Source: an optimization exercise on an open RTL-to-GDS flow (aim: small area). Production flows keep margins and buffers that such runs may drop.
Function was checked by simulation only, so behaviour that the tests miss may differ from the original.
Power is estimated from default activity; no workload was simulated.

[design/flow/flow/run.sh]
#!/bin/bash
# Standard layout (standard.sh), with small port buffers and clock-tree sink
# clusters of at most 14 flip-flops, without dummy loads. make's output goes
# to standard.log; each ORFS step keeps its own log under orfs/logs.
set -euo pipefail
cat >> config.mk <<'EOC'
export BUFFER_PORTS_ARGS = -buffer_cell sky130_fd_sc_hd__buf_1
export CTS_ARGS = -sink_clustering_enable -repair_clock_nets -dont_use_dummy_load -buf_list {sky130_fd_sc_hd__clkbuf_4 sky130_fd_sc_hd__clkbuf_8} -sink_clustering_size 14 -sink_clustering_max_diameter 60
EOC
bash standard.sh > standard.log 2>&1
[design/flow/standard.sh]
#!/bin/bash
# synth_recipe.tcl (not shown) runs the flow's synth.tcl, then flattens the netlist and writes it again
# the make line also repeats each setting of config.mk as NAME=value (left out here)
make -C /OpenROAD-flow-scripts/flow DESIGN_CONFIG=/design/flow/config.mk WORK_HOME=/design/flow/orfs CLKGATE_MAP_FILE= SYNTH_SCRIPT=/design/flow/synth_recipe.tcl "${@:-finish}"
[design/flow/config.mk]
export PLATFORM = sky130hd
export DESIGN_NAME = mips
export DESIGN_NICKNAME = mips
export VERILOG_FILES = /design/flow/design.v
export SDC_FILE = /design/flow/constraint.sdc
export NUM_CORES = 4
export LEC_CHECK = 0
export CAP_MARGIN = 10
export CORE_MARGIN = 2
export CORE_UTILIZATION = 55
export GPL_TIMING_DRIVEN = 0
export SETUP_SLACK_MARGIN = 0.3
export SLEW_MARGIN = 10
export SYNTH_HIERARCHICAL = 1
export BUFFER_PORTS_ARGS = -buffer_cell sky130_fd_sc_hd__buf_1
export CTS_ARGS = -sink_clustering_enable -repair_clock_nets -dont_use_dummy_load -buf_list {sky130_fd_sc_hd__clkbuf_4 sky130_fd_sc_hd__clkbuf_8} -sink_clustering_size 14 -sink_clustering_max_diameter 60
[design/flow/constraint.sdc]
create_clock -name core_clock -period 12.0 [get_ports {clk}]
set_input_delay 2.4000 -clock core_clock [delete_from_list [all_inputs] [get_ports {clk}]]
set_output_delay 2.4000 -clock core_clock [all_outputs]
set_load 0.01 [all_outputs]
[design/flow/design.v]
module rf_cell(en, en_n, w, q, d);
input en, en_n, w, q;
output d;
assign d = ~((q | en) & (w | en_n));
endmodule
module rf_aoi3(s0, d0, s1, d1, s2, d2, y);
input s0, d0, s1, d1, s2, d2;
output y;
assign y = ~((s0 & d0) | (s1 & d1) | (s2 & d2));
endmodule
module rf_or11(n, x, y);
input [10:0] n;
input x;
output y;
wire t0, t1, t2, o;
g_nand4 a(.a(n[0]), .b(n[1]), .c(n[2]), .d(n[3]), .y(t0));
g_nand4 b(.a(n[4]), .b(n[5]), .c(n[6]), .d(n[7]), .y(t1));
g_nand3 c(.a(n[8]), .b(n[9]), .c(n[10]), .y(t2));
g_or3 d(.a(t0), .b(t1), .c(t2), .y(o));
rf_xor e(.a(o), .b(x), .y(y));
endmodule
module g_nand4(a, b, c, d, y);
input a, b, c, d;
output y;
assign y = ~(a & b & c & d);
endmodule
module g_nand3(a, b, c, y);
input a, b, c;
output y;
assign y = ~(a & b & c);
endmodule
module g_or3(a, b, c, y);
input a, b, c;
output y;
assign y = a | b | c;
endmodule
module rf_dec(we, wa, ra1, ra2, vld, ph, inv2, pwl, pwh, sel1a, sel1b, sel2a, sel2b, m1, m2);
input we, ph, inv2;
input [4:0] wa, ra1, ra2;
input [31:0] vld;
output [3:0] pwl;
output [7:0] pwh;
output [31:0] sel1a, sel1b, sel2a, sel2b;
output [1:0] m1, m2;
wire [3:0] l1, l2;
wire [7:0] h1, h2;
predec2 pw(.a(wa[1:0]), .e(we), .y(pwl));
predec2 p1(.a(ra1[1:0]), .e(1'b1), .y(l1));
predec2 p2(.a(ra2[1:0]), .e(1'b1), .y(l2));
predec3 qw(.a(wa[4:2]), .y(pwh));
predec3 q1(.a(ra1[4:2]), .y(h1));
predec3 q2(.a(ra2[4:2]), .y(h2));
genvar i;
generate
for (i = 0; i < 32; i = i + 1) begin : w
  rf_and3 s1a(.a(l1[i % 4]), .b(h1[i / 4]), .c(vld[i]), .y(sel1a[i]));
  rf_and3 s1b(.a(l1[i % 4]), .b(h1[i / 4]), .c(vld[i]), .y(sel1b[i]));
  rf_and3 s2a(.a(l2[i % 4]), .b(h2[i / 4]), .c(vld[i]), .y(sel2a[i]));
  rf_and3 s2b(.a(l2[i % 4]), .b(h2[i / 4]), .c(vld[i]), .y(sel2b[i]));
end
endgenerate
wire any1 = |(sel1a);
wire any2 = |(sel2a);
rf_and2 ma0(.a(ph), .b(any1), .y(m1[0]));
rf_and2 ma1(.a(ph), .b(any1), .y(m1[1]));
rf_andxor mb0(.a(ph), .b(any2), .c(inv2), .y(m2[0]));
rf_andxor mb1(.a(ph), .b(any2), .c(inv2), .y(m2[1]));
endmodule
module rf_and3(a, b, c, y);
input a, b, c;
output y;
assign y = a & b & c;
endmodule
module rf_andxor(a, b, c, y);
input a, b, c;
output y;
assign y = (a & b) ^ c;
endmodule
module rf_and2(a, b, y);
input a, b;
output y;
assign y = a & b;
endmodule
module rf_xor(a, b, y);
input a, b;
output y;
assign y = a ^ b;
endmodule
module rf_wen(l, h, en, en_n);
input l, h;
output en, en_n;
assign en = l & h;
assign en_n = ~(l & h);
endmodule
module predec2(a, e, y);
input [1:0] a;
input e;
output [3:0] y;
assign y = e ? (4'd1 << a) : 4'd0;
endmodule
module predec3(a, y);
input [2:0] a;
output [7:0] y;
assign y = 8'd1 << a;
endmodule
module alu(op, funct, shamt, simm, pc, rd1, rd2, res, sum, eq);
input [5:0] op, funct;
input [4:0] shamt;
input [15:0] simm;
input [29:0] pc;
input [31:0] rd1, rd2;
output [31:0] res, sum;
output eq;
wire immop  = op[5] | op[3];
wire is_beq = ~op[5] & ~op[3] & op[2];
wire rtype  = ~op[5] & ~op[3] & ~op[2];
wire bimm = op[5] | op[3] | op[2];
wire is_beq_n = ~is_beq;
wire bimm_n = ~bimm;
wire [31:0] a, b;
wire [31:0] sx = {{16{simm[15]}}, simm};
genvar i;
generate
for (i = 0; i < 32; i = i + 1) begin : m
  if (i < 30) begin : a30
    g_ao22 am(.s(is_beq), .s_n(is_beq_n), .a(pc[i]), .b(rd1[i]), .y(a[i]));
  end else begin : a2
    assign a[i] = is_beq_n & rd1[i];
  end
  g_ao22 bm(.s(bimm), .s_n(bimm_n), .a(sx[i]), .b(rd2[i]), .y(b[i]));
end
endgenerate
wire sub = rtype & funct[1];
add32 ad(.a(a), .b(b), .cin(sub | is_beq), .s(sum));
wire [31:0] shl;
shl32 sh(.x(rd2), .n(shamt), .y(shl));
wire do_shift = ~immop & ~funct[5];
wire do_logic = (~immop & funct[2]) | (op[3] & op[2]);
alu_res rs(.a(a), .b(b), .sum(sum), .shl(shl), .do_shift(do_shift), .do_logic(do_logic),
           .do_or(funct[0] | op[3]), .res(res));
eq32 ec(.a(rd1), .b(rd2), .eq(eq));
endmodule
module add32(a, b, cin, s);
input [31:0] a, b;
input cin;
output [31:0] s;
wire [32:0] g0, p0;
assign g0 = {a & b, cin};
assign p0 = {a ^ b, 1'b0};
reg [32:0] G, P;
integer i, d;
always @(*) begin
  G = g0; P = p0;
  for (d = 1; d < 33; d = d * 2)
    for (i = 2*d - 1; i < 33; i = i + 2*d) begin
      G[i] = G[i] | (P[i] & G[i-d]);
      P[i] = P[i] & P[i-d];
    end
  for (d = 16; d >= 1; d = d / 2)
    for (i = 3*d - 1; i < 33; i = i + 2*d) begin
      G[i] = G[i] | (P[i] & G[i-d]);
      P[i] = P[i] & P[i-d];
    end
end
assign s = p0[32:1] ^ G[31:0];
endmodule
module shl32(x, n, y);
input [31:0] x;
input [4:0] n;
output [31:0] y;
reg d3;
reg [2:0] e, f, g;
always @(*)
  case (n)
    5'd0: {d3, g, f, e} = 10'b0_001_001_001;
    5'd1: {d3, g, f, e} = 10'b0_001_001_010;
    5'd2: {d3, g, f, e} = 10'b0_001_001_100;
    5'd3: {d3, g, f, e} = 10'b0_001_010_001;
    5'd4: {d3, g, f, e} = 10'b0_001_010_010;
    5'd5: {d3, g, f, e} = 10'b0_001_010_100;
    5'd6: {d3, g, f, e} = 10'b0_001_100_001;
    5'd7: {d3, g, f, e} = 10'b0_001_100_010;
    5'd8: {d3, g, f, e} = 10'b0_001_100_100;
    5'd9: {d3, g, f, e} = 10'b0_010_001_001;
    5'd10: {d3, g, f, e} = 10'b0_010_001_010;
    5'd11: {d3, g, f, e} = 10'b0_010_001_100;
    5'd12: {d3, g, f, e} = 10'b0_010_010_001;
    5'd13: {d3, g, f, e} = 10'b0_010_010_010;
    5'd14: {d3, g, f, e} = 10'b0_010_010_100;
    5'd15: {d3, g, f, e} = 10'b0_010_100_001;
    5'd16: {d3, g, f, e} = 10'b0_010_100_010;
    5'd17: {d3, g, f, e} = 10'b0_010_100_100;
    5'd18: {d3, g, f, e} = 10'b0_100_001_001;
    5'd19: {d3, g, f, e} = 10'b0_100_001_010;
    5'd20: {d3, g, f, e} = 10'b0_100_001_100;
    5'd21: {d3, g, f, e} = 10'b0_100_010_001;
    5'd22: {d3, g, f, e} = 10'b0_100_010_010;
    5'd23: {d3, g, f, e} = 10'b0_100_010_100;
    5'd24: {d3, g, f, e} = 10'b0_100_100_001;
    5'd25: {d3, g, f, e} = 10'b0_100_100_010;
    5'd26: {d3, g, f, e} = 10'b0_100_100_100;
    5'd27: {d3, g, f, e} = 10'b1_001_001_001;
    5'd28: {d3, g, f, e} = 10'b1_001_001_010;
    5'd29: {d3, g, f, e} = 10'b1_001_001_100;
    5'd30: {d3, g, f, e} = 10'b1_001_010_001;
    5'd31: {d3, g, f, e} = 10'b1_001_010_010;
    default: {d3, g, f, e} = 10'b0_001_001_001;
  endcase
wire [31:0] y1n, y2, y3n;
genvar i;
generate
for (i = 0; i < 32; i = i + 1) begin : s
  if (i >= 2)      begin : a rf_aoi3 c(.s0(e[0]), .d0(x[i]), .s1(e[1]), .d1(x[i-1]), .s2(e[2]), .d2(x[i-2]), .y(y1n[i])); end
  else if (i == 1) begin : a g_aoi22 c(.a1(e[0]), .a2(x[i]), .b1(e[1]), .b2(x[i-1]), .y(y1n[i])); end
  else             begin : a g_nand2 c(.a(e[0]), .b(x[i]), .y(y1n[i])); end
  if (i >= 6)      begin : b rf_aoi3 c(.s0(f[0]), .d0(y1n[i]), .s1(f[1]), .d1(y1n[i-3]), .s2(f[2]), .d2(y1n[i-6]), .y(y2[i])); end
  else if (i >= 3) begin : b g_aoi221 c(.a1(f[0]), .a2(y1n[i]), .b1(f[1]), .b2(y1n[i-3]), .c(f[2]), .y(y2[i])); end
  else             begin : b g_aoi211 c(.a1(f[0]), .a2(y1n[i]), .b(f[1]), .c(f[2]), .y(y2[i])); end
  if (i >= 18)     begin : c rf_aoi3 c(.s0(g[0]), .d0(y2[i]), .s1(g[1]), .d1(y2[i-9]), .s2(g[2]), .d2(y2[i-18]), .y(y3n[i])); end
  else if (i >= 9) begin : c g_aoi22 c(.a1(g[0]), .a2(y2[i]), .b1(g[1]), .b2(y2[i-9]), .y(y3n[i])); end
  else             begin : c g_nand2 c(.a(g[0]), .b(y2[i]), .y(y3n[i])); end
  if (i >= 27)     begin : d g_aoi22 c(.a1(~d3), .a2(y3n[i]), .b1(d3), .b2(y3n[i-27]), .y(y[i])); end
  else             begin : d g_nor2 c(.a(y3n[i]), .b(d3), .y(y[i])); end
end
endgenerate
endmodule
module g_nand2(a, b, y);
input a, b;
output y;
assign y = ~(a & b);
endmodule
module g_nor2(a, b, y);
input a, b;
output y;
assign y = ~(a | b);
endmodule
module g_aoi22(a1, a2, b1, b2, y);
input a1, a2, b1, b2;
output y;
assign y = ~((a1 & a2) | (b1 & b2));
endmodule
module g_aoi221(a1, a2, b1, b2, c, y);
input a1, a2, b1, b2, c;
output y;
assign y = ~((a1 & a2) | (b1 & b2) | c);
endmodule
module g_aoi211(a1, a2, b, c, y);
input a1, a2, b, c;
output y;
assign y = ~((a1 & a2) | b | c);
endmodule
module alu_res(a, b, sum, shl, do_shift, do_logic, do_or, res);
input [31:0] a, b, sum, shl;
input do_shift, do_logic, do_or;
output [31:0] res;
wire ssum = ~do_shift & ~do_logic;
wire slog = ~do_shift & do_logic;
wire [31:0] lr, rn;
genvar i;
generate
for (i = 0; i < 32; i = i + 1) begin : rb
  g_maj3 m(.a(a[i]), .b(b[i]), .c(do_or), .y(lr[i]));
  rf_aoi3 s(.s0(do_shift), .d0(shl[i]), .s1(slog), .d1(lr[i]), .s2(ssum), .d2(sum[i]), .y(rn[i]));
end
endgenerate
assign res = ~rn;
endmodule
module g_maj3(a, b, c, y);
input a, b, c;
output y;
assign y = (a & b) | (c & (a | b));
endmodule
module eq32(a, b, eq);
input [31:0] a, b;
output eq;
assign eq = (a == b);
endmodule
module pcnext(pc, target, jt, is_j, taken, npc);
input [29:0] pc, target;
input [25:0] jt;
input is_j, taken;
output [29:0] npc;
wire [29:0] pc4 = pc + 30'd1;
wire sj = is_j;
wire st = taken & ~is_j;
wire sp = ~taken & ~is_j;
wire [29:0] nn;
genvar i;
generate
for (i = 0; i < 30; i = i + 1) begin : b
  if (i < 26) begin : l
    rf_aoi3 a(.s0(sj), .d0(jt[i]), .s1(st), .d1(target[i]), .s2(sp), .d2(pc4[i]), .y(nn[i]));
  end else begin : h
    assign nn[i] = ~(taken ? target[i] : pc4[i]);
  end
end
endgenerate
assign npc = ~nn;
endmodule
module g_ao22(s, s_n, a, b, y);
input s, s_n, a, b;
output y;
assign y = (s & a) | (s_n & b);
endmodule
module mips(clk, reset, instr, dmem_rdata, PC_val, WD_val, dmem_addr, dmem_wdata, dmem_we, dmem_re);
input clk;
input reset;
input [31:0] instr;
input [31:0] dmem_rdata;
output [31:0] PC_val;
output [31:0] WD_val;
output [31:0] dmem_addr;
output [31:0] dmem_wdata;
output dmem_we;
output dmem_re;
wire [5:0] op = instr[31:26];
wire [5:0] funct = instr[5:0];
wire [4:0] rs = instr[25:21];
wire [4:0] rt = instr[20:16];
wire [4:0] rd_f = instr[15:11];
wire immop  = op[5] | op[3];               
wire is_lw  = op[5] & ~op[3];
wire is_sw  = op[5] & op[3];
wire is_beq = ~op[5] & ~op[3] & op[2];
wire is_j   = ~op[5] & op[1];
wire reg_write = ~(is_sw | is_beq | is_j);
wire [4:0] wa = immop ? rt : rd_f;
wire [31:0] wd;
reg ph;
always @(posedge clk or negedge reset)
  if (!reset) ph <= 1'b0;
  else ph <= ~ph;
wire [3:0] pwl;
wire [7:0] pwh;
wire [31:0] wl, wh;
wire [31:0] sel1a, sel1b, sel2a, sel2b;
wire [31:0] vld;
wire [1:0] m1, m2;
wire inv2 = ~op[5] & ~op[3] & ~op[2] & funct[1];
rf_dec dec(.we(reg_write), .wa(wa), .ra1(rs), .ra2(rt), .vld(vld), .ph(ph), .inv2(inv2),
           .pwl(pwl), .pwh(pwh), .sel1a(sel1a), .sel1b(sel1b), .sel2a(sel2a), .sel2b(sel2b),
           .m1(m1), .m2(m2));
wire [31:0] wxa, wxb;
genvar k;
generate for (k = 0; k < 32; k = k + 1) begin : wdec
  assign wl[k] = pwl[k % 4];
  assign wh[k] = pwh[k / 4];
end endgenerate
wire [31:0] q [0:31];
assign q[0] = 32'd0;
assign vld[0] = 1'b0;
genvar i, j;
generate
for (j = 0; j < 32; j = j + 1) begin : wx
  rf_xor xa(.a(wd[j]), .b(ph), .y(wxa[j]));
  rf_xor xb(.a(wd[j]), .b(ph), .y(wxb[j]));
end
for (i = 1; i < 32; i = i + 1) begin : regs
  reg [31:0] r;
  reg v;
  wire [31:0] d;
  wire ena, ena_n, enb, enb_n;
  rf_wen wa(.l(wl[i]), .h(wh[i]), .en(ena), .en_n(ena_n));
  rf_wen wb(.l(wl[i]), .h(wh[i]), .en(enb), .en_n(enb_n));
  for (j = 0; j < 32; j = j + 1) begin : b
    if (j < 16) begin : lo
      rf_cell c(.en(ena), .en_n(ena_n), .w(i < 16 ? wxa[j] : wxb[j]), .q(r[j]), .d(d[j]));
    end else begin : hi
      rf_cell c(.en(enb), .en_n(enb_n), .w(i < 16 ? wxa[j] : wxb[j]), .q(r[j]), .d(d[j]));
    end
  end
  always @(posedge clk)
    r <= d;
  always @(posedge clk or negedge reset)
    if (!reset) v <= 1'b0;
    else if (wl[i] & wh[i]) v <= 1'b1;
  assign q[i] = r;
  assign vld[i] = v;
end
endgenerate
wire [31:0] rx1, rx2;
generate
for (j = 0; j < 32; j = j + 1) begin : rdb
  wire [31:0] s1 = (j < 16) ? sel1a : sel1b;
  wire [31:0] s2 = (j < 16) ? sel2a : sel2b;
  wire [10:0] n1, n2;
  for (i = 0; i < 10; i = i + 1) begin : g
    rf_aoi3 a1(.s0(s1[3*i+1]), .d0(q[3*i+1][j]), .s1(s1[3*i+2]), .d1(q[3*i+2][j]),
               .s2(s1[3*i+3]), .d2(q[3*i+3][j]), .y(n1[i]));
    rf_aoi3 a2(.s0(s2[3*i+1]), .d0(q[3*i+1][j]), .s1(s2[3*i+2]), .d1(q[3*i+2][j]),
               .s2(s2[3*i+3]), .d2(q[3*i+3][j]), .y(n2[i]));
  end
  assign n1[10] = ~(s1[31] & q[31][j]);
  assign n2[10] = ~(s2[31] & q[31][j]);
  rf_or11 o1(.n(n1), .x(j < 16 ? m1[0] : m1[1]), .y(rx1[j]));
  rf_or11 o2(.n(n2), .x(j < 16 ? m2[0] : m2[1]), .y(rx2[j]));
end
endgenerate
wire [31:0] rd1 = rx1;
wire [31:0] rd2 = rx2;
reg [29:0] pc;
wire [31:0] res, sum;
wire eq;
alu u(.op(op), .funct(funct), .shamt(instr[10:6]), .simm(instr[15:0]), .pc(pc),
      .rd1(rd1), .rd2(rd2), .res(res), .sum(sum), .eq(eq));
wire is_lw_n = ~is_lw;
generate for (k = 0; k < 32; k = k + 1) begin : wdm
  g_ao22 w(.s(is_lw), .s_n(is_lw_n), .a(dmem_rdata[k]), .b(res[k]), .y(wd[k]));
end endgenerate
assign WD_val = wd;
assign dmem_addr = res;
assign dmem_wdata = rd2;
assign dmem_we = is_sw;
assign dmem_re = is_lw;
wire [29:0] npc;
pcnext pn(.pc(pc), .target(sum[29:0]), .jt(instr[25:0]), .is_j(is_j), .taken(is_beq & eq), .npc(npc));
always @(posedge clk or negedge reset)
  if (!reset) pc <= 30'd0;
  else pc <= npc;
assign PC_val = {pc, 2'b00};
endmodule
==> results of run 1 <==
## timing repair
action / CTS / global route
gates cloned: 0 / 0
endpoints found under the setup margin: 54 / 24
buffers inserted: 3 / 15
gates resized for setup: 101 / 89
pin swaps: 6 / 31
## worst register-to-register path, cell delays in order (launching register included)
cell,delay (ps)
dfrtp_1,450
and3_2,410
a222oi_1,790
nand4_1,500
or3_1,560
xor2_1,370
a22o_1,230
ha_1,290
nand2_1,220
o21ai_1,120
a22oi_1,380
and2_1,220
a21o_1,150
o21ai_1,90
fa_1,390
xor2_1,170
a222oi_1,660
inv_1,160
a22o_1,410
xor2_2,810
o22ai_1,150
## cells in the final DEF (no fill, tap or decap), types with 14 or more instances in the layout
master,count
fa_1,16
ha_1,35
xor2_2,70
or3_1,62
clkbuf_8,93
and2_1,67
dfxtp_1,992
nor2_1,44
dfrtp_1,61
nand2_1,172
a21o_1,35
buf_4,19
buf_6,23
buf_8,14
maj3_2,32
a222oi_1,768
buf_1,180
and3_1,68
a22oi_2,15
inv_1,106
xor2_1,86
nand3_1,76
nor4_1,22
buf_2,20
o22ai_1,992
xor2_4,18
a21oi_1,20
and3_4,31
a22o_1,91
nand4_1,148
and3_2,38
xnor2_1,28
## power breakdown
group          switching [W]  total, W  internal [W]  leakage, nW
Sequential           0.00122   0.00624       0.00502         9.21
Clock                0.00119   0.00188      0.000689        0.669
Combinational        0.00264   0.00428       0.00164         9.01
## sequential cells by signal, summed over array words and instances (netlist names)
register  cells
pc           30
ph            1
regs.r      992
regs.v       31
## how the worst min path moves through the flow
stage | cells after the start | startpoint | slack, ps | end
after floorplan | 1 | regs[10].r[0] | 440 | regs[10].r[0]
after global placement | 1 | regs[22].r[10] | 450 | regs[22].r[10]
after detailed placement | 1 | regs[7].r[13] | 460 | regs[7].r[13]
after CTS | 1 | regs[31].r[26] | 470 | regs[31].r[26]
after global routing | 1 | regs[12].r[3] | 480 | regs[12].r[3]
final | 1 | regs[8].r[27] | 470 | regs[8].r[27]
## layer usage
layer	vias to the layer above	GRT usage, %	share of wire [%]
li1	19760	-	-
met1	23690	61.17	35
met2	4291	70.60	42
met3	876	13.33	14
met4	6	30.14	8.3
met5	-	0.9075	0.024
## layout make-up
class | count | area [um2]
fill | 7059 | 30770
multi-input combinational | 3105 | 24800
sequential | 1054 | 21410
timing repair buffer | 262 | 1702
tap | 1070 | 1339
clock buffer | 93 | 1280
inverter | 107 | 401.6
buffer | 21 | 118.9
antenna | 6 | 15.01
## through the flow
step           hold WS, ps  cell area (um2)  TNS [ps]  utilization [%]
2_1_floorplan        441.5            45360         0                -
3_3_place_gp         449.3            47420   -940400            57.93
3_5_place_dp         459.3            48670    -24590            59.47
4_1_cts              471.2            50250         0            61.40
5_1_grt              484.4            51060         0            62.38
6_report             472.3            51070         0            62.40
==> run summary, run 1 <==
final period utilization=slightly below 100%; HP Class=register to register; worst setup margin=282.3 ps; max incr delay on CP=slightly above 800 ps; # setup viols final=0; nature of the critical path endpoint=primary output; fraction of layout instances using a drive strength above 1=about a tenth; largest net degree at the start of global routing=35; die height=about 290 um; clk root buf=clkbuf_8; detail-routed via count per cell=8.504; Reg2Reg Depth=20; Data arrival, critical path=between 9000 and 10,000 ps; via count=around 49k; WP data required=9600 ps; Bufs and invs on worst path=3; Syn Area/Cell=approximately 11 um2; CP Launch Point=instr[22]; Routed Antenna Nets=0; H-tree levels=3; core area=0.08185 mm2; Remaining Overflow, GRT=0; Max Cap Violations=0; CTS Buf Count=93; Post-Layout Cell Count=5,718; RSZ-0062 raised after global routing=no; leakage power=about 19 nW; peak fanout along the critical path=17; worst reg2reg setup slack=approximately 4300 ps; VDD IR max=between 0.1 and 0.15 mV; clk slew on worst S/H paths=approximately 90 ps; detailed placement HPWL=about 140,000 um; Pwr Total=between 0.01 and 0.015 W; drt wl/cell=between 30 and 40 um; DRT Pass-1 Iters=17; crit-path cells=buf_2 -> and3b_4 -> and3_2 -> a222oi_1 -> nand4_1 -> or3_1 -> xor2_1 -> a22o_1 -> ha_1 -> nand2_1 -> o21ai_1 -> a22oi_1 -> and2_1 -> a21o_1 -> o21ai_1 -> fa_1 -> xor2_1 -> a222oi_1 -> inv_1 -> a22o_1 -> buf_1; setup slack after placement=-1385 ps; Tightest Pin Transition=1352 ps; Post-Syn Instances=about 4.3k; Area Growth Syn to Fin=12.68%; initial antenna violation count=13; synthesized cell area=about 0.045 mm2; RR Endpoint=regs[9].r[30]; CTS Buffer Depth=3; CTS tree=yes; PwrDens=242.7 mW/mm2; Inst Count DP=about 5.6k; num rows=roughly 110; slowest CP cell=a222oi_1; post-layout min period=around 12,000 ps; DRC marker count from the first detailed-route iteration=11.90k; status=timing/DRC/antenna clean; Die Width=about 290 um; Layout Nets=4,761; first-pass GRT wire length=about 300,000 um; Crit Path Class=input pin to primary output; vias in the first global route=43.86k; relative slew slack=a little under a tenth; Worst Skew=between 100 and 150 ps; Initial Utilization=~55%; top cell family by delay on the critical path=compound AO/OA/AOI/OAI gates; RR Startpoint=regs[8].v; RD Place Congestion=between 1 and 1.5; full die area=~0.085 mm2; CP endpoint=WD_val[30]; clk latency of the worst-skew pair=roughly 800 ps; crit path launch type=input pin; CTS Hold Bufs=0; DRC viols=0; Critical Path Stages=21; CTS sink count=approximately 1.1k; Routed WL=about 210,000 um; Tot GR Track Use=approximately 48%; max frequency=roughly 85 MHz; synthesis warning total=9; I/O pin cnt=~200; Port-buffer cells=about 190; Slew Viols, Final=0; final hold vios=0
==> run 2, diff against run 1 <==
--- a/design/flow/design.v
+++ b/design/flow/design.v
@@ -90,6 +90,6 @@
 input l, h;
 output en, en_n;
-assign en = l & h;
-assign en_n = ~(l & h);
+g_nand2 a(.a(l), .b(h), .y(en_n));
+g_inv b(.a(en_n), .y(en));
 endmodule
 module predec2(a, e, y);
@@ -303,4 +303,9 @@
 assign y = (s & a) | (s_n & b);
 endmodule
+module g_inv(a, y);
+input a;
+output y;
+assign y = ~a;
+endmodule
 module mips(clk, reset, instr, dmem_rdata, PC_val, WD_val, dmem_addr, dmem_wdata, dmem_we, dmem_re);
 input clk;
--- a/design/flow/config.mk
+++ b/design/flow/config.mk
@@ -10,5 +10,5 @@
 export CORE_UTILIZATION = 55
 export GPL_TIMING_DRIVEN = 0
-export SETUP_SLACK_MARGIN = 0.3
+export SETUP_SLACK_MARGIN = 0.4
 export SLEW_MARGIN = 10
 export SYNTH_HIERARCHICAL = 1
==> run summary, run 2 <==
clk latency of the worst-skew pair=800 ps (was 810 ps); DRC viols=0 (unchanged); Die Width=290.6 um (was 291.1 um); WP data required=9600 ps (about the same); CTS tree=yes (unchanged); RD Place Congestion=1.003 (was 1.014); num rows=105 (unchanged); most frequent cells in the layout=o22ai_1 (992), dfxtp_1 (992), a222oi_1 (768) (unchanged); core area=0.08172 mm2 (was 0.08185 mm2); Port-buffer cells=191 (unchanged); Syn Area/Cell=10.56 um2 (was 10.60 um2); full die area=0.08443 mm2 (was 0.08472 mm2); CTS sink count=1,054 (unchanged); Area Growth Syn to Fin=12.86% (was 12.68%); H-tree levels=3 (unchanged); largest net degree at the start of global routing=36 (was 35); first-pass GRT wire length=305,700 um (was 303,700 um); nature of the critical path endpoint=primary output (unchanged); Remaining Overflow, GRT=0 (unchanged); Post-Layout Cell Count=5,720 (was 5,718); detail-routed via count per cell=8.493 (was 8.504); initial antenna violation count=10 (was 13); die height=290.6 um (was 291.1 um); Data arrival, critical path=9330 ps (was 9320 ps); DRT Pass-1 Iters=14 (was 17); status=timing/DRC/antenna clean (unchanged); DRC marker count from the first detailed-route iteration=11.37k (was 11.90k); Max Cap Violations=0 (unchanged); Worst Skew=107.1 ps (was 135.2 ps); Post-Syn Instances=4,277 (unchanged); vias in the first global route=43.82k (was 43.86k); via count=48.58k (was 48.63k); most flop-heavy register=regs.r (unchanged); max frequency=85.23 MHz (was 85.34 MHz); drt wl/cell=37.90 um (was 37.24 um); relative slew slack=4.858% (was 9.585%); Inst Count DP=5,596 (was 5,600); RSZ-0062 raised after global routing=yes (was no); CTS Buf Count=90 (was 93); synthesis warning total=9 (unchanged); Crit Path Class=input pin to primary output (unchanged); Routed Antenna Nets=0 (unchanged); final period utilization=97.77% (was 97.65%); final hold vios=0 (unchanged); Largest regs=regs.r (992), regs.v (31), pc (30) (unchanged); # setup viols final=0 (unchanged); leakage power=19.34 nW (was 18.89 nW); post-layout min period=11,730 ps (was 11,720 ps); gr busiest metal=met2 (unchanged); Fillers=7,033 (was 7,059); I/O pin cnt=196 (unchanged); max incr delay on CP=820 ps (was 810 ps); Tot GR Track Use=48.32% (was 47.64%); fraction of layout instances using a drive strength above 1=10.40% (was 10.38%); detailed placement HPWL=144,500 um (was 142,900 um); peak fanout along the critical path=17 (unchanged); crit-path cells=clkbuf_4 -> and3b_4 -> and3_4 -> a222oi_1 -> nand4_1 -> or3_1 -> xor2_2 -> a22o_1 -> ha_1 -> nand2_1 -> o21ai_1 -> a21oi_1 -> o31ai_4 -> a21oi_1 -> o21ai_1 -> fa_1 -> a222oi_1 -> inv_1 -> a22o_2 -> buf_1 (was buf_2 -> and3b_4 -> and3_2 -> a222oi_1 -> nand4_1 -> or3_1 -> xor2_1 -> a22o_1 -> ha_1 -> nand2_1 -> o21ai_1 -> a22oi_1 -> and2_1 -> a21o_1 -> o21ai_1 -> fa_1 -> xor2_1 -> a222oi_1 -> inv_1 -> a22o_1 -> buf_1); CTS Buffer Depth=3 (unchanged); Pwr Total=0.01243 W (was 0.01240 W); flip-flop count of the largest register after layout=992 (unchanged); synthesized cell area=0.04517 mm2 (was 0.04532 mm2); grt met2 use=69.84% (was 70.60%); M3 GR Usage=14.10% (was 13.33%); PwrDens=243.8 mW/mm2 (was 242.7 mW/mm2); Layout Nets=4,764 (was 4,761); clk slew on worst S/H paths=70 ps (was 90 ps); Routed WL=216,800 um (was 212,900 um); slowest CP cell=a222oi_1 (unchanged); VDD IR max=0.1545 mV (was 0.1422 mV); Initial Utilization=55.27% (was 55.38%); Slew Viols, Final=0 (unchanged); clk root buf=clkbuf_8 (unchanged); HP Class=register to register (unchanged); Tightest Pin Transition=1407 ps (was 1352 ps); M1 GR Usage=61.06% (was 61.17%); crit path launch type=input pin (unchanged)
run 2: cell type report:
class                   count  area [um2]  share of cell area [%]
clock buffers              90        1239                   2.430
repair buffers            265        1707                   3.348
diodes                      5       12.51                 0.02454
well taps                1070        1339                   2.626
plain buffers              21       118.9                  0.2332
inverters                 169       634.4                   1.244
multi-input cells        3046       24510                   48.09
flip-flops and latches   1054       21410                   42.01
run 2: stage by stage:
stage          instance area [um2]  util, %  hold slack (ps)  setup TNS (ps)  worst slack [ps]
6_report                     50980    62.38            468.7               0             267.6
5_1_grt                      50970    62.37            484.1               0             361.0
4_1_cts                      50180    61.41            470.3               0             371.9
3_5_place_dp                 48540    59.40            458.9          -36660             -1467
3_3_place_gp                 47260    57.84            449.5        -1360740             -3103
2_1_floorplan                45210        -            441.5               0              1258
run 2: path summary, 6_finish.rpt:
path,start,end,slack (ps),depth (start not counted)
worst max-delay path,instr[17],WD_val[21],270,20
worst min-delay path,regs[14].r[18],regs[14].r[18],470,1
worst max register to register,regs[2].v,regs[28].r[21],4030,19
worst min register to register,regs[14].r[18],regs[14].r[18],470,1
max in group asynchronous,reset,regs[8].v,9550,2
min in group asynchronous,reset,pc[4],1730,1
run 2: worst max-delay path, delay by kind of cell:
kind	cells	cell delay (ps)
xor gates and xnor gates	1	490
adders and majority gates	2	780
buffers and inverters	3	610
and+or+nand+nor	5	2000
AOI/OAI and AO/OA	9	3020
run 2: what timing repair did:
item | 4_1_cts | 5_1_grt
cloned | 0 | 3
hold buffers | 0 | 0
pin swaps | 8 | 29
gates resized for setup | 117 | 87
setup endpoints to repair | 57 | 30
setup buffers | 6 | 19
run 2: routing by layer:
layer	up-vias	share of wire, %
met5	-	0.026
met4	8	9.5
met3	957	14
met2	4267	41
met1	23650	35
li1	19700	-
run 2: report_power, final:
part / total, W / switching (W) / internal (W) / leakage (nW)
logic: 0.00434 / 0.00270 / 0.00163 / 9.49
registers: 0.00624 / 0.00122 / 0.00502 / 9.21
clock network: 0.00186 / 0.00119 / 0.000668 / 0.647
==> run 3, diff against run 2 <==
--- a/design/flow/config.mk
+++ b/design/flow/config.mk
@@ -8,6 +8,7 @@
 export CAP_MARGIN = 10
 export CORE_MARGIN = 2
-export CORE_UTILIZATION = 55
+export CORE_UTILIZATION = 65
 export GPL_TIMING_DRIVEN = 0
+export PLACE_DENSITY = 0.72
 export SETUP_SLACK_MARGIN = 0.4
 export SLEW_MARGIN = 10
==> run summary, run 3 <==
most flop-heavy register=regs.r (unchanged); WP data required=9600 ps (about the same); flip-flop count of the largest register after layout=992 (unchanged); first-pass GRT wire length=283,800 um (was 305,700 um); max frequency=84.40 MHz (was 85.23 MHz); clk root buf=clkbuf_8 (unchanged); HP Class=register to register (unchanged); Worst Skew=124.5 ps (was 107.1 ps); die height=267.6 um (was 290.6 um); CTS Hold Bufs=0 (unchanged); clk slew on worst S/H paths=70 ps (about the same); Reg2Reg Depth=19 (unchanged); Layout Nets=4,743 (was 4,764); detailed placement HPWL=134,600 um (was 144,500 um); core area=0.06871 mm2 (was 0.08172 mm2); fraction of layout instances using a drive strength above 1=9.559% (was 10.40%); synthesis warning total=9 (unchanged); clk latency of the worst-skew pair=790 ps (was 800 ps); NetSw=0.005018 W (was 0.005112 W); num rows=96 (was 105); vias in the first global route=43.11k (was 43.82k); CTS tree=yes (unchanged); CTS sink count=1,054 (unchanged); drt wl/cell=35.88 um (was 37.90 um); Remaining Overflow, GRT=0 (unchanged); largest net degree at the start of global routing=37 (was 36); status=failed layout checks (was timing/DRC/antenna clean); DRT Pass-1 Iters=22 (was 14); # setup viols final=0 (unchanged); full die area=0.07162 mm2 (was 0.08443 mm2); max incr delay on CP=780 ps (was 820 ps); RD Place Congestion=1.074 (was 1.003); Sequential Power Share=50.8% (was 50.2%); post-layout min period=11,850 ps (was 11,730 ps); Slew Viols, Final=6 (was 0); detail-routed via count per cell=8.797 (was 8.493); VDD IR max=0.1613 mV (was 0.1545 mV); setup TNS=0 ps (unchanged); Die Width=267.6 um (was 290.6 um); Post-Syn Instances=4,277 (unchanged); Syn Area/Cell=10.56 um2 (unchanged); most frequent cells in the layout=o22ai_1 (992), dfxtp_1 (992), a222oi_1 (768) (unchanged); PwrDens=244.9 mW/mm2 (was 243.8 mW/mm2); CP Launch Point=instr[21] (was instr[17]); RSZ-0062 raised after global routing=yes (unchanged); Clock power frac=14.8% (was 14.9%); crit path launch type=input pin (unchanged); I/O pin cnt=196 (unchanged); initial antenna violation count=17 (was 10); Area Growth Syn to Fin=11.08% (was 12.86%); final hold vios=0 (unchanged); Pwr Total=0.01229 W (was 0.01243 W); Internal Power=0.007270 W (was 0.007317 W); CTS Buffer Depth=3 (unchanged); Comb power frac=34.5% (was 34.9%); RR Endpoint=regs[13].r[24] (was regs[28].r[21]); Bufs and invs on worst path=3 (unchanged); crit-path cells=buf_1 -> and3b_2 -> and3_2 -> a222oi_1 -> nand4_1 -> or3_1 -> xor2_2 -> a22o_1 -> ha_1 -> a21oi_2 -> o21ai_1 -> a21oi_1 -> o31ai_4 -> a21oi_1 -> o21ai_1 -> fa_1 -> xor2_1 -> a222oi_1 -> inv_1 -> a22o_1 -> buf_1 (was clkbuf_4 -> and3b_4 -> and3_4 -> a222oi_1 -> nand4_1 -> or3_1 -> xor2_2 -> a22o_1 -> ha_1 -> nand2_1 -> o21ai_1 -> a21oi_1 -> o31ai_4 -> a21oi_1 -> o21ai_1 -> fa_1 -> a222oi_1 -> inv_1 -> a22o_2 -> buf_1); hold wc startpoint=regs[14].r[9] (was regs[14].r[18]); H-tree levels=3 (unchanged); slowest CP cell=a222oi_1 (unchanged); Data arrival, critical path=9450 ps (was 9330 ps); synthesized cell area=0.04517 mm2 (unchanged); relative slew slack=-1.122% (was 4.858%); SO Faults=capacitance limit, slew limit; CP endpoint=WD_val[22] (was WD_val[21]); Largest regs=regs.r (992), regs.v (31), pc (30) (unchanged); CTS Buf Count=89 (was 90); peak fanout along the critical path=17 (unchanged); worst reg2reg setup slack=4060 ps (was 4030 ps); Tightest Pin Transition=1503 ps (was 1407 ps); Port-buffer cells=191 (unchanged); Critical Path Stages=21 (was 20); Routed WL=199,500 um (was 216,800 um); Routed Antenna Nets=0 (unchanged); final period utilization=98.74% (was 97.77%); leakage power=19.19 nW (was 19.34 nW); Max Cap Violations=1 (was 0); nature of the critical path endpoint=primary output (unchanged); DRC marker count from the first detailed-route iteration=14.20k (was 11.37k); Layout Utilization=73.03% (was 62.38%); RR Startpoint=regs[12].v (was regs[2].v); switching part of the total=40.84% (was 41.13%); Initial Utilization=65.74% (was 55.27%); Tot GR Track Use=52.72% (was 48.32%); Crit Path Class=input pin to primary output (unchanged); via count=48.92k (was 48.58k); top cell family by delay on the critical path=compound AO/OA/AOI/OAI gates (unchanged); DRC viols=0 (unchanged)
==> run 3: area by class of cell <==
cell class              count  area (um2)
diodes                      6       15.01
plain buffers              21       118.9
clock buffers              89        1225
fillers                  5220       18530
inverters                 169       634.4
multi-input cells        3043       24110
flip-flops and latches   1054       21410
well taps                 931        1165
repair buffers            248        1489
==> run 3: worst min path at each step <==
stage	cells after the start	to	slack [ps]
after detailed placement	1	regs[1].r[9]	460
after CTS	1	regs[31].r[28]	470
after global routing	1	regs[31].r[2]	490
after global placement	1	regs[7].r[8]	450
after floorplan	1	regs[10].r[0]	440
final	1	regs[14].r[9]	470
==> run 3: routing by layer <==
layer	track usage (%)	part of all wire, %	wire [um]
met5	0.6930	0.092	184
met4	25.55	6.6	13140
met3	26.46	20	39560
met2	71.66	39	78060
met1	68.77	34	68600
==> run 3: worst register-to-register path: stages, from the launching register on <==
cell and delay, ps:
dfrtp_1 420, and3_1 440, a222oi_1 810, nand4_1 550, or3_1 650, xor2_2 230, a22o_1 240, ha_1 360
a21oi_2 290, o21ai_1 140, a22oi_1 400, and2_1 220, nand2_1 90, fa_1 410, xor2_1 200, a222oi_1 370
inv_1 120, a22o_1 430, xor2_1 1120, o22ai_1 200
==> run 3: through the flow <==
stage          cells  setup slack (ps)  instance area [um2]  hold slack, ps
6_report        5561             151.7                50170           472.0
3_3_place_gp    5409             -2152                47090           449.5
2_1_floorplan   4287              1258                45210           441.5
3_5_place_dp    5451            -881.8                48070           458.6
5_1_grt         5557             287.2                50160           485.5
4_1_cts         5547             410.8                49560           471.8
==> run 3: power groups by stage <==
stage                     clock network [W]  logic, W  registers, W
after CTS                           0.00179   0.00388       0.00615
after global placement                    0   0.00364       0.00614
after floorplan                           0   0.00254       0.00593
after detailed placement                  0   0.00387       0.00621
after global routing                0.00191   0.00437       0.00639
final                               0.00181   0.00423       0.00624
==> run 3: repair_timing <==
action | in CTS | in global routing
endpoints found under the hold margin | 0 | 0
resized for setup | 81 | 64
setup buffers | 7 | 7
pin swaps | 3 | 17
endpoints found under the setup margin | 52 | 27
==> run 4, diff against run 3 <==
--- a/design/flow/config.mk
+++ b/design/flow/config.mk
@@ -6,5 +6,5 @@
 export NUM_CORES = 4
 export LEC_CHECK = 0
-export CAP_MARGIN = 10
+export CAP_MARGIN = 20
 export CORE_MARGIN = 2
 export CORE_UTILIZATION = 65
@@ -12,5 +12,5 @@
 export PLACE_DENSITY = 0.72
 export SETUP_SLACK_MARGIN = 0.4
-export SLEW_MARGIN = 10
+export SLEW_MARGIN = 20
 export SYNTH_HIERARCHICAL = 1
 export BUFFER_PORTS_ARGS = -buffer_cell sky130_fd_sc_hd__buf_1
==> run summary, run 4 <==
status=timing/DRC/antenna clean (was failed layout checks); Syn Area/Cell=10.56 um2 (unchanged); DRC viols=0 (unchanged); most flop-heavy register=regs.r (unchanged); nature of the critical path endpoint=primary output (unchanged); # setup viols final=0 (unchanged); final period utilization=97.69% (was 98.74%); max incr delay on CP=860 ps (was 780 ps); clk latency of the worst-skew pair=780 ps (was 790 ps); synthesis warning total=9 (unchanged); Fillers=5,202 (was 5,220); WP data required=9600 ps (about the same); Port-buffer cells=191 (unchanged); Post-Syn Instances=4,277 (unchanged); CTS sink count=1,054 (unchanged); flip-flop count of the largest register after layout=992 (unchanged); RD Place Congestion=1.074 (unchanged); leakage power=19.23 nW (was 19.19 nW); DRT Pass-1 Iters=20 (was 22); Largest regs=regs.r (992), regs.v (31), pc (30) (unchanged); Pwr Total=0.01228 W (was 0.01229 W); fin area=0.05040 mm2 (was 0.05017 mm2); worst hold slack=474.2 ps (was 472.0 ps); peak fanout along the critical path=17 (unchanged); CTS Buffer Depth=3 (unchanged); die height=267.6 um (unchanged); Worst Skew=126.4 ps (was 124.5 ps); first-pass GRT wire length=283,700 um (was 283,800 um); I/O pin cnt=196 (unchanged); Bufs and invs on worst path=3 (unchanged); Max Cap Violations=0 (was 1); top cell family by delay on the critical path=compound AO/OA/AOI/OAI gates (unchanged); CTS tree=yes (unchanged); final hold vios=0 (unchanged); via count=49.00k (was 48.92k); CTS Buf Count=89 (unchanged); Tightest Pin Transition=1244 ps (was 1503 ps); HP Class=register to register (unchanged); crit path launch type=input pin (unchanged); drt wl/cell=35.87 um (was 35.88 um); post-layout min period=11,720 ps (was 11,850 ps); Remaining Overflow, GRT=0 (unchanged); CTS Hold Bufs=0 (unchanged); largest net degree at the start of global routing=34 (was 37); clk slew on worst S/H paths=80 ps (was 70 ps); detailed placement HPWL=135,000 um (was 134,600 um); H-tree levels=3 (unchanged); Tot GR Track Use=52.68% (was 52.72%); PwrDens=243.7 mW/mm2 (was 244.9 mW/mm2); Area Growth Syn to Fin=11.58% (was 11.08%); Layout Nets=4,744 (was 4,743); Data arrival, critical path=9320 ps (was 9450 ps); slowest CP cell=a222oi_1 (unchanged); num rows=96 (unchanged); Initial Utilization=65.74% (unchanged); Routed WL=199,600 um (was 199,500 um); most frequent cells in the layout=o22ai_1 (992), dfxtp_1 (992), a222oi_1 (768) (unchanged); worst setup margin=277.7 ps (was 151.7 ps); max frequency=85.31 MHz (was 84.40 MHz); initial antenna violation count=12 (was 17); setup slack after placement=-947.7 ps (was -881.8 ps); Crit Path Class=input pin to primary output (unchanged); Routed Antenna Nets=0 (unchanged); DRC marker count from the first detailed-route iteration=14.32k (was 14.20k); core area=0.06871 mm2 (unchanged); fraction of layout instances using a drive strength above 1=10.08% (was 9.559%); crit-path cells=buf_1 -> and3b_2 -> and3_2 -> a222oi_1 -> nand4_1 -> or3_1 -> xor2_1 -> a22o_1 -> ha_1 -> nand4_1 -> a2111oi_2 -> o211ai_1 -> and2_1 -> a21o_1 -> o21ai_1 -> fa_1 -> a222oi_1 -> inv_1 -> a22o_2 -> buf_1 (was buf_1 -> and3b_2 -> and3_2 -> a222oi_1 -> nand4_1 -> or3_1 -> xor2_2 -> a22o_1 -> ha_1 -> a21oi_2 -> o21ai_1 -> a21oi_1 -> o31ai_4 -> a21oi_1 -> o21ai_1 -> fa_1 -> xor2_1 -> a222oi_1 -> inv_1 -> a22o_1 -> buf_1); relative slew slack=17.09% (was -1.122%); detail-routed via count per cell=8.809 (was 8.797); full die area=0.07162 mm2 (unchanged); clk root buf=clkbuf_8 (unchanged); Slew Viols, Final=0 (was 6); vias in the first global route=43.08k (was 43.11k); Post-DP Area=0.04841 mm2 (was 0.04807 mm2); RSZ-0062 raised after global routing=no (was yes); Die Width=267.6 um (unchanged); setup TNS=0 ps (unchanged); synthesized cell area=0.04517 mm2 (unchanged); VDD IR max=0.1617 mV (was 0.1613 mV)
==> run 4: what timing repair did <==
action                                  CTS  global route
setup buffers                             6             6
cloned                                    0             0
endpoints found under the setup margin   53            30
pin swaps                                 3            17
resized for setup                        82            80
endpoints found under the hold margin     0             0
==> run 4: worst paths after layout <==
kind / endpoint / startpoint / slack, ps / cells past startpoint
worst max-delay path: WD_val[29] / instr[21] / 280 / 20
worst min-delay path: regs[14].r[8] / regs[14].r[8] / 470 / 1
worst max register to register: regs[25].r[25] / regs[7].v / 4380 / 19
worst min register to register: regs[14].r[8] / regs[14].r[8] / 470 / 1
max in group asynchronous: regs[18].v / reset / 9620 / 3
min in group asynchronous: pc[20] / reset / 1590 / 1
==> run 4: per-layer routing <==
layer | track usage [%] | wire, um
met5 | 0.7623 | 167
met3 | 26.63 | 39090
met1 | 69.05 | 69450
met2 | 71.26 | 77970
met4 | 25.17 | 12880
==> run 4: cell type report <==
class | count | area, um2 | area share [%]
timing repair buffer | 249 | 1551 | 3.079
buffer | 21 | 118.9 | 0.2359
inverter | 169 | 634.4 | 1.259
sequential | 1054 | 21410 | 42.49
clock buffer | 89 | 1225 | 2.431
antenna | 7 | 17.52 | 0.03476
multi-input combinational | 3043 | 24270 | 48.16
tap | 931 | 1165 | 2.311
==> run 4: power breakdown <==
group          total, W  internal (W)  switching, W  leakage [nW]
registers       0.00624       0.00502       0.00122          9.21
clock network   0.00182      0.000661       0.00116         0.640
logic           0.00423       0.00159       0.00264          9.38
==> run 4: stage by stage <==
step	cells	utilization, %
final	5563	73.35
after global routing	5558	73.33
after CTS	5549	72.57
after detailed placement	5454	70.45
after global placement	5409	68.54
after floorplan	4287	-
==> run 5, diff against run 4 <==
==> design/flow/flow/run.sh (replaced) <==
#!/bin/bash
# Standard layout (standard.sh), with small port buffers and clock-tree sink
# clusters of at most 16 flip-flops, without dummy loads. make's output goes
# to standard.log; each ORFS step keeps its own log under orfs/logs.
set -euo pipefail
cat >> config.mk <<'EOC'
export BUFFER_PORTS_ARGS = -buffer_cell sky130_fd_sc_hd__buf_1
export CTS_ARGS = -sink_clustering_enable -repair_clock_nets -dont_use_dummy_load -buf_list {sky130_fd_sc_hd__clkbuf_4 sky130_fd_sc_hd__clkbuf_8} -sink_clustering_size 16 -sink_clustering_max_diameter 60
EOC
bash standard.sh > standard.log 2>&1
==> design/flow/config.mk (replaced) <==
export PLATFORM = sky130hd
export DESIGN_NAME = mips
export DESIGN_NICKNAME = mips
export VERILOG_FILES = /design/flow/design.v
export SDC_FILE = /design/flow/constraint.sdc
export NUM_CORES = 4
export LEC_CHECK = 0
export CAP_MARGIN = 10
export CORE_MARGIN = 2
export CORE_UTILIZATION = 55
export GPL_TIMING_DRIVEN = 0
export SETUP_SLACK_MARGIN = 0.3
export SLEW_MARGIN = 10
export SYNTH_HIERARCHICAL = 1
export BUFFER_PORTS_ARGS = -buffer_cell sky130_fd_sc_hd__buf_1
export CTS_ARGS = -sink_clustering_enable -repair_clock_nets -dont_use_dummy_load -buf_list {sky130_fd_sc_hd__clkbuf_4 sky130_fd_sc_hd__clkbuf_8} -sink_clustering_size 16 -sink_clustering_max_diameter 60
==> run summary, run 5 <==
I/O pin cnt=196 (unchanged); first-pass GRT wire length=305,300 um (was 283,700 um); WP data required=9600 ps (about the same); relative slew slack=3.440% (was 17.09%); Max Cap Violations=0 (unchanged); Syn Area/Cell=10.56 um2 (unchanged); Largest regs=regs.r (992), regs.v (31), pc (30) (unchanged); Initial Utilization=55.27% (was 65.74%); worst reg2reg setup slack=3950 ps (was 4380 ps); detailed placement HPWL=144,500 um (was 135,000 um); flip-flop count of the largest register after layout=992 (unchanged); RR Endpoint=regs[31].r[21] (was regs[25].r[25]); max incr delay on CP=910 ps (was 860 ps); H-tree levels=3 (unchanged); HP Class=register to register (unchanged); Reg2Reg Depth=19 (unchanged); Pwr Total=0.01235 W (was 0.01228 W); hold wc startpoint=regs[5].r[14] (was regs[14].r[8]); DRC marker count from the first detailed-route iteration=11.26k (was 14.32k); fin area=0.05067 mm2 (was 0.05040 mm2); clk slew on worst S/H paths=70 ps (was 80 ps); vias in the first global route=43.82k (was 43.08k); nature of the critical path endpoint=primary output (unchanged); Tightest Pin Transition=1428 ps (was 1244 ps); Fillers=7,070 (was 5,202); crit-path cells=buf_2 -> nor3b_4 -> buf_12 -> buf_4 -> and3_1 -> a222oi_1 -> nand4_1 -> or3_1 -> xor2_1 -> a22o_1 -> ha_1 -> nand4_1 -> nor2_2 -> a2111oi_4 -> o21ai_1 -> fa_1 -> xor2_1 -> a222oi_1 -> inv_1 -> a22o_1 -> buf_1 (was buf_1 -> and3b_2 -> and3_2 -> a222oi_1 -> nand4_1 -> or3_1 -> xor2_1 -> a22o_1 -> ha_1 -> nand4_1 -> a2111oi_2 -> o211ai_1 -> and2_1 -> a21o_1 -> o21ai_1 -> fa_1 -> a222oi_1 -> inv_1 -> a22o_2 -> buf_1); slowest CP cell=a222oi_1 (unchanged); synthesized cell area=0.04517 mm2 (unchanged); drt wl/cell=37.85 um (was 35.87 um); largest net degree at the start of global routing=36 (was 34); CTS Hold Bufs=0 (unchanged); RSZ-0062 raised after global routing=yes (was no); worst hold path endpoint=regs[5].r[14] (was regs[14].r[8]); VDD IR max=0.1480 mV (was 0.1617 mV); Routed WL=215,900 um (was 199,600 um); top cell family by delay on the critical path=compound AO/OA/AOI/OAI gates (unchanged); most frequent cells in the layout=o22ai_1 (992), dfxtp_1 (992), a222oi_1 (768) (unchanged); core area=0.08172 mm2 (was 0.06871 mm2); clk latency of the worst-skew pair=800 ps (was 780 ps); Data arrival, critical path=9410 ps (was 9320 ps); DRC viols=0 (unchanged); final period utilization=98.39% (was 97.69%); crit path launch type=input pin (unchanged); Worst Skew=115.1 ps (was 126.4 ps); full die area=0.08443 mm2 (was 0.07162 mm2); Remaining Overflow, GRT=0 (unchanged); clk root buf=clkbuf_8 (unchanged); Post-Layout Cell Count=5,705 (was 5,563); PwrDens=243.7 mW/mm2 (about the same); Inst Count DP=5,596 (was 5,454); Layout Nets=4,750 (was 4,744); Crit Path Class=input pin to primary output (unchanged); Port-buffer cells=191 (unchanged); # setup viols final=0 (unchanged); fraction of layout instances using a drive strength above 1=9.847% (was 10.08%); final hold vios=0 (unchanged); leakage power=19.24 nW (was 19.23 nW); status=timing/DRC/antenna clean (unchanged); max frequency=84.70 MHz (was 85.31 MHz); Die Width=290.6 um (was 267.6 um); post-layout min period=11,810 ps (was 11,720 ps); Bufs and invs on worst path=5 (was 3); num rows=105 (was 96); most flop-heavy register=regs.r (unchanged); peak fanout along the critical path=16 (was 17); detail-routed via count per cell=8.466 (was 8.809); Routed Antenna Nets=0 (unchanged); initial antenna violation count=7 (was 12); via count=48.30k (was 49.00k); Post-DP Area=0.04854 mm2 (was 0.04841 mm2); Area Growth Syn to Fin=12.17% (was 11.58%); Tot GR Track Use=48.24% (was 52.68%); worst hold slack=469.7 ps (was 474.2 ps); CTS Buf Count=85 (was 89); Post-Syn Instances=4,277 (unchanged); CTS Buffer Depth=3 (unchanged); CTS sink count=1,054 (unchanged); Worst Hold Depth=1 (unchanged); setup TNS=0 ps (unchanged); DRT Pass-1 Iters=17 (was 20); Slew Viols, Final=0 (unchanged); RR Startpoint=regs[4].v (was regs[7].v); CTS tree=yes (unchanged); RD Place Congestion=1.003 (was 1.074); synthesis warning total=9 (unchanged); die height=290.6 um (was 267.6 um)
-- run 5: repair_timing --
action                     CTS  global route
resized for setup           99            83
setup endpoints to repair   56            27
gates cloned                 0             2
setup buffers                5            13
pin swaps                    9            17
-- run 5: metal layers --
layer,routed length [um],share of wire (%),track usage [%]
met1,75290,35,61.04
met4,20210,9.4,34.92
met5,179,0.083,0.4538
met3,30900,14,13.89
met2,89350,41,70.35
-- run 5: final cells by class --
class                           count  area, um2  share of cell area [%]
Inverter                          169      634.4                   1.252
Tap cell                         1070       1339                   2.642
Timing Repair Buffer              257       1607                   3.171
Antenna cell                        4      10.01                 0.01976
Multi-Input combinational cell   3045      24370                   48.11
Sequential cell                  1054      21410                   42.26
Clock buffer                       85       1170                   2.309
Buffer                             21      118.9                  0.2346
-- run 5: report_power, final --
group | switching, W | internal (W)
clock | 0.00117 | 0.000633
sequential | 0.00122 | 0.00502
combinational | 0.00269 | 0.00162
-- run 5: per-stage QoR --
step,setup WS (ps),utilization (%)
floorplan,1258,-
global placement,-3103,57.84
detailed placement,-1467,59.40
CTS,309.1,61.21
global route,276.8,62.00
finish,193.0,62.00
-- run 5: worst max-delay path by stage --
stage / cells past startpoint / slack (ps) / endpoint / from
2_1_floorplan: 21 / 1260 / WD_val[21] / instr[16]
3_3_place_gp: 16 / -3100 / WD_val[15] / instr[31]
3_5_place_dp: 24 / -1470 / WD_val[15] / instr[20]
4_1_cts: 24 / 310 / WD_val[21] / instr[18]
5_1_grt: 21 / 280 / WD_val[21] / instr[22]
6_report: 21 / 190 / WD_val[30] / instr[17]
-- run 5: worst register-to-register path: cells and delay by family (launching register included) --
kind | cells | cell delay, ps
compound gates | 10 | 3340
xor+xnor | 2 | 1900
simple gates | 4 | 1430
fa+ha+maj | 2 | 610
flops | 1 | 460
buf+inv | 1 | 130
==> run 6, diff against run 5 <==
--- a/design/flow/config.mk
+++ b/design/flow/config.mk
@@ -8,5 +8,5 @@
 export CAP_MARGIN = 10
 export CORE_MARGIN = 2
-export CORE_UTILIZATION = 55
+export CORE_UTILIZATION = 60
 export GPL_TIMING_DRIVEN = 0
 export SETUP_SLACK_MARGIN = 0.3
==> run summary, run 6 <==
die height=278.4 um (was 290.6 um); fin area=0.05011 mm2 (was 0.05067 mm2); Crit Path Class=input pin to primary output (unchanged); post-layout min period=11,860 ps (was 11,810 ps); fraction of layout instances using a drive strength above 1=9.495% (was 9.847%); detail-routed via count per cell=8.659 (was 8.466); Syn Area/Cell=10.56 um2 (unchanged); RD Place Congestion=1.086 (was 1.003); H-tree levels=3 (unchanged); I/O pin cnt=196 (unchanged); clk latency of the worst-skew pair=760 ps (was 800 ps); Largest regs=regs.r (992), regs.v (31), pc (30) (unchanged); crit path launch type=input pin (unchanged); Layout Utilization=67.32% (was 62.00%); CTS sink count=1,054 (unchanged); Routed Antenna Nets=0 (unchanged); vias in the first global route=42.93k (was 43.82k); final period utilization=98.83% (was 98.39%); clk slew on worst S/H paths=50 ps (was 70 ps); num rows=100 (was 105); detailed placement HPWL=133,200 um (was 144,500 um); max frequency=84.32 MHz (was 84.70 MHz); # setup viols final=0 (unchanged); full die area=0.07749 mm2 (was 0.08443 mm2); PwrDens=242.1 mW/mm2 (was 243.7 mW/mm2); Slew Viols, Final=0 (unchanged); flip-flop count of the largest register after layout=992 (unchanged); clk root buf=clkbuf_8 (unchanged); leakage power=19.08 nW (was 19.24 nW); CTS Hold Bufs=0 (unchanged); drt wl/cell=35.66 um (was 37.85 um); Layout Nets=4,732 (was 4,750); synthesized cell area=0.04517 mm2 (unchanged); via count=48.34k (was 48.30k); core area=0.07445 mm2 (was 0.08172 mm2); Max Cap Violations=0 (unchanged); Fillers=6,109 (was 7,070); Post-DP Area=0.04799 mm2 (was 0.04854 mm2); VDD IR max=0.1476 mV (was 0.1480 mV); Pwr Total=0.01213 W (was 0.01235 W); initial antenna violation count=9 (was 7); Routed WL=199,100 um (was 215,900 um); final hold vios=0 (unchanged); CTS Buffer Depth=3 (unchanged); Worst Skew=121.0 ps (was 115.1 ps); relative slew slack=4.012% (was 3.440%); HP Class=register to register (unchanged); status=timing/DRC/antenna clean (unchanged); largest net degree at the start of global routing=35 (was 36); Remaining Overflow, GRT=0 (unchanged); Data arrival, critical path=9460 ps (was 9410 ps); synthesis warning total=9 (unchanged); Tot GR Track Use=48.49% (was 48.24%); DRC marker count from the first detailed-route iteration=10.87k (was 11.26k); Initial Utilization=60.67% (was 55.27%); CTS Buf Count=82 (was 85); WP data required=9600 ps (about the same); worst reg2reg setup slack=4050 ps (was 3950 ps); Tightest Pin Transition=1440 ps (was 1428 ps); Area Growth Syn to Fin=10.95% (was 12.17%); Post-Syn Instances=4,277 (unchanged); most frequent cells in the layout=o22ai_1 (992), dfxtp_1 (992), a222oi_1 (768) (unchanged); first-pass GRT wire length=285,800 um (was 305,300 um); most flop-heavy register=regs.r (unchanged); DRC viols=0 (unchanged); nature of the critical path endpoint=primary output (unchanged); Die Width=278.4 um (was 290.6 um); DRT Pass-1 Iters=14 (was 17); RSZ-0062 raised after global routing=no (was yes); CTS tree=yes (unchanged); Port-buffer cells=191 (unchanged); peak fanout along the critical path=17 (was 16)
## run 6: final timing paths
path / start / endpoint / cells after the start
max: instr[16] / WD_val[28] / 21
min: regs[5].r[25] / regs[5].r[25] / 1
max reg2reg: regs[12].v / regs[5].r[30] / 20
min reg2reg: regs[5].r[25] / regs[5].r[25] / 1
max in group asynchronous: reset / regs[26].v / 2
min in group asynchronous: reset / pc[24] / 1
## run 6: worst max-delay path, stage by stage
cell	delay, ps
buf_2	260
and3b_2	420
and3_4	350
a222oi_1	970
nand4_1	550
or3_4	580
xor2_4	330
a22o_1	240
ha_1	260
nand4_1	220
nor2_1	120
a22oi_2	330
nand4_1	140
nand4_1	110
nand2_1	70
fa_1	380
xor2_1	210
a222oi_1	730
inv_1	140
a22o_1	420
buf_1	210
## run 6: stage by stage
step	hold WS [ps]	worst slack, ps	instances	setup TNS [ps]
after floorplan	441.5	1258	4287	0
after global placement	449.2	-2493	5447	-756370
after detailed placement	458.9	-1133	5483	-18380
after CTS	467.9	293.1	5569	0
after global routing	483.5	277.5	5583	0
final	466.2	140.8	5583	0
## run 6: routing by layer
layer,vias to the layer above,track usage (%),part of all wire (%)
li1,19650,-,-
met2,4569,69.46,41
met4,10,21.95,6.2
met5,-,1.126,0.12
met1,23220,64.07,35
met3,892,19.27,18
## run 6: cell type report
type / instances / area (um2) / area share (%)
Antenna cell: 1 / 2.502 / 0.004993
Buffer: 21 / 118.9 / 0.2372
Clock buffer: 82 / 1129 / 2.252
Inverter: 169 / 634.4 / 1.266
Multi-Input combinational cell: 3043 / 24220 / 48.34
Sequential cell: 1054 / 21410 / 42.73
Tap cell: 969 / 1212 / 2.419
Timing Repair Buffer: 244 / 1379 / 2.751
## run 6: where the power goes
group | switching (W) | internal (W) | total (W)
clock network | 0.00115 | 0.000612 | 0.00176
registers | 0.00119 | 0.00502 | 0.00620
logic | 0.00259 | 0.00158 | 0.00417
## run 6: timing repair
item / in CTS / in global routing
resized for setup: 115 / 59
setup buffers: 4 / 10
pin swaps: 5 / 27
setup endpoints to repair: 50 / 23
gates cloned: 0 / 0
hold endpoints to repair: 0 / 0
==> run 7, diff against run 6 <==
--- a/design/flow/config.mk
+++ b/design/flow/config.mk
@@ -8,6 +8,7 @@
 export CAP_MARGIN = 10
 export CORE_MARGIN = 2
-export CORE_UTILIZATION = 60
+export CORE_UTILIZATION = 62
 export GPL_TIMING_DRIVEN = 0
+export PLACE_DENSITY = 0.66
 export SETUP_SLACK_MARGIN = 0.3
 export SLEW_MARGIN = 10
==> run summary, run 7 <==
Area Growth Syn to Fin=10.53% (was 10.95%); NetSw=0.004922 W (was 0.004927 W); Pwr Total=0.01212 W (was 0.01213 W); Die Width=273.9 um (was 278.4 um); vias in the first global route=43.34k (was 42.93k); FF/Latch Area=0.02141 mm2 (unchanged); CTS Buf Count=83 (was 82); Reg2Reg Depth=20 (unchanged); Comb power frac=34.1% (was 34.4%); H-tree levels=3 (unchanged); CTS tree=yes (unchanged); switching part of the total=40.60% (was 40.61%); worst reg2reg setup slack=4120 ps (was 4050 ps); RD Place Congestion=1.057 (was 1.086); Critical Path Stages=21 (unchanged); leakage power=19.07 nW (was 19.08 nW); Port-buffer cells=191 (unchanged); Fillers=5,757 (was 6,109); via count=48.63k (was 48.34k); fraction of layout instances using a drive strength above 1=9.113% (was 9.495%); VDD IR max=0.1749 mV (was 0.1476 mV); crit-path cells=clkbuf_2 -> and3b_2 -> and3_4 -> a222oi_1 -> nand4_1 -> or3_1 -> xor2_1 -> a22o_1 -> ha_1 -> a21oi_1 -> nand2_1 -> o211ai_1 -> and2_1 -> a21o_1 -> o21ai_1 -> fa_1 -> xor2_1 -> a222oi_1 -> inv_1 -> a22o_1 -> buf_1 (was buf_2 -> and3b_2 -> and3_4 -> a222oi_1 -> nand4_1 -> or3_4 -> xor2_4 -> a22o_1 -> ha_1 -> nand4_1 -> nor2_1 -> a22oi_2 -> nand4_1 -> nand4_1 -> nand2_1 -> fa_1 -> xor2_1 -> a222oi_1 -> inv_1 -> a22o_1 -> buf_1); clk slew on worst S/H paths=80 ps (was 50 ps); RR Endpoint=regs[20].r[26] (was regs[5].r[30]); WP data required=9600 ps (about the same); Internal Power=0.007201 W (was 0.007207 W); synthesized cell area=0.04517 mm2 (unchanged); DRC viols=0 (unchanged); nature of the critical path endpoint=primary output (unchanged); Largest regs=regs.r (992), regs.v (31), pc (30) (unchanged); CP Launch Point=instr[16] (unchanged); die height=273.9 um (was 278.4 um); final hold vios=0 (unchanged); Routed Antenna Nets=0 (unchanged); Layout Nets=4,728 (was 4,732); first-pass GRT wire length=285,700 um (was 285,800 um); detail-routed via count per cell=8.745 (was 8.659); RR Startpoint=regs[28].v (was regs[12].v); initial antenna violation count=13 (was 9); Max Cap Violations=0 (unchanged); DRC marker count from the first detailed-route iteration=12.99k (was 10.87k); most flop-heavy register=regs.r (unchanged); synthesis warning total=9 (unchanged); Initial Utilization=62.86% (was 60.67%); peak fanout along the critical path=17 (unchanged); max frequency=84.60 MHz (was 84.32 MHz); Worst Skew=117.5 ps (was 121.0 ps); post-layout min period=11,820 ps (was 11,860 ps); Inst Count DP=5,467 (was 5,483); Sequential Power Share=51.4% (was 51.1%); CTS Hold Bufs=0 (unchanged); drt wl/cell=36.08 um (was 35.66 um); CTS Buffer Depth=3 (unchanged); DRT Pass-1 Iters=16 (was 14); # setup viols final=0 (unchanged); largest net degree at the start of global routing=35 (unchanged); crit path launch type=input pin (unchanged); Slew Viols, Final=0 (unchanged); Routed WL=200,600 um (was 199,100 um); CTS sink count=1,054 (unchanged); PwrDens=242.8 mW/mm2 (was 242.1 mW/mm2); clk latency of the worst-skew pair=770 ps (was 760 ps); top cell family by delay on the critical path=compound AO/OA/AOI/OAI gates (unchanged); Data arrival, critical path=9420 ps (was 9460 ps); core area=0.07185 mm2 (was 0.07445 mm2); Syn Area/Cell=10.56 um2 (unchanged); final period utilization=98.51% (was 98.83%); most frequent cells in the layout=o22ai_1 (992), dfxtp_1 (992), a222oi_1 (768) (unchanged); full die area=0.07503 mm2 (was 0.07749 mm2); slowest CP cell=xor2_1 (was a222oi_1); multi-input logic area=0.02410 mm2 (was 0.02422 mm2); I/O pin cnt=196 (unchanged); HP Class=register to register (unchanged); Bufs and invs on worst path=3 (unchanged); Tightest Pin Transition=1313 ps (was 1440 ps); max incr delay on CP=770 ps (was 970 ps); setup TNS=0 ps (unchanged); status=timing/DRC/antenna clean (unchanged); num rows=98 (was 100); Post-Layout Cell Count=5,561 (was 5,583); Crit Path Class=input pin to primary output (unchanged); Clock power frac=14.5% (about the same); flip-flop count of the largest register after layout=992 (unchanged); Remaining Overflow, GRT=0 (unchanged); Post-Syn Instances=4,277 (unchanged); Tot GR Track Use=50.48% (was 48.49%); CP endpoint=WD_val[30] (was WD_val[28]); relative slew slack=12.19% (was 4.012%); RSZ-0062 raised after global routing=yes (was no); detailed placement HPWL=134,700 um (was 133,200 um); clk root buf=clkbuf_8 (unchanged)
-- run 7: what timing repair did --
action                                  4_1_cts  5_1_grt
resized for setup                            81       63
setup buffers                                 3        4
endpoints found under the setup margin       52       21
pin swaps                                     1        6
-- run 7: power groups by stage --
stage	clock [W]	sequential, W	combinational, W
global route	0.00186	0.00638	0.00429
detailed placement	0	0.00622	0.00385
CTS	0.00175	0.00615	0.00386
finish	0.00176	0.00623	0.00414
floorplan	0	0.00593	0.00254
global placement	0	0.00615	0.00365
-- run 7: per-layer routing --
layer | part of all wire (%) | vias to the layer above | GRT usage (%)
li1 | - | 19620 | -
met2 | 39 | 4847 | 69.89
met1 | 35 | 23250 | 67.86
met5 | 0.084 | - | 0
met3 | 19 | 896 | 21.18
met4 | 6.2 | 14 | 23.76
-- run 7: metrics by stage --
stage	cell area, um2	worst slack [ps]	util [%]	hold WS, ps
3_5_place_dp	48010	-1097	66.82	459.0
3_3_place_gp	47110	-2331	65.57	449.4
4_1_cts	49420	312.0	68.78	471.4
2_1_floorplan	45210	1258	-	441.5
5_1_grt	49920	249.5	69.48	484.8
6_report	49930	179.3	69.48	473.8
-- run 7: worst min-delay path by stage --
| stage | end | from | slack [ps] | cells after the start |
|---|---|---|---|---|
| 2_1_floorplan | regs[10].r[0] | regs[10].r[0] | 440 | 1 |
| 3_3_place_gp | regs[10].r[17] | regs[10].r[17] | 450 | 1 |
| 3_5_place_dp | regs[1].r[31] | regs[1].r[31] | 460 | 1 |
| 4_1_cts | regs[17].r[26] | regs[17].r[26] | 470 | 1 |
| 5_1_grt | regs[6].r[21] | regs[6].r[21] | 480 | 1 |
| 6_report | regs[2].r[1] | regs[2].r[1] | 470 | 1 |
-- run 7: final cells by class --
type	instances	area share, %
Antenna cell	2	0.01002
Timing Repair Buffer	239	2.651
Clock buffer	83	2.288
Multi-Input combinational cell	3043	48.27
Inverter	169	1.271
Buffer	21	0.2381
Tap cell	950	2.381
Sequential cell	1054	42.89
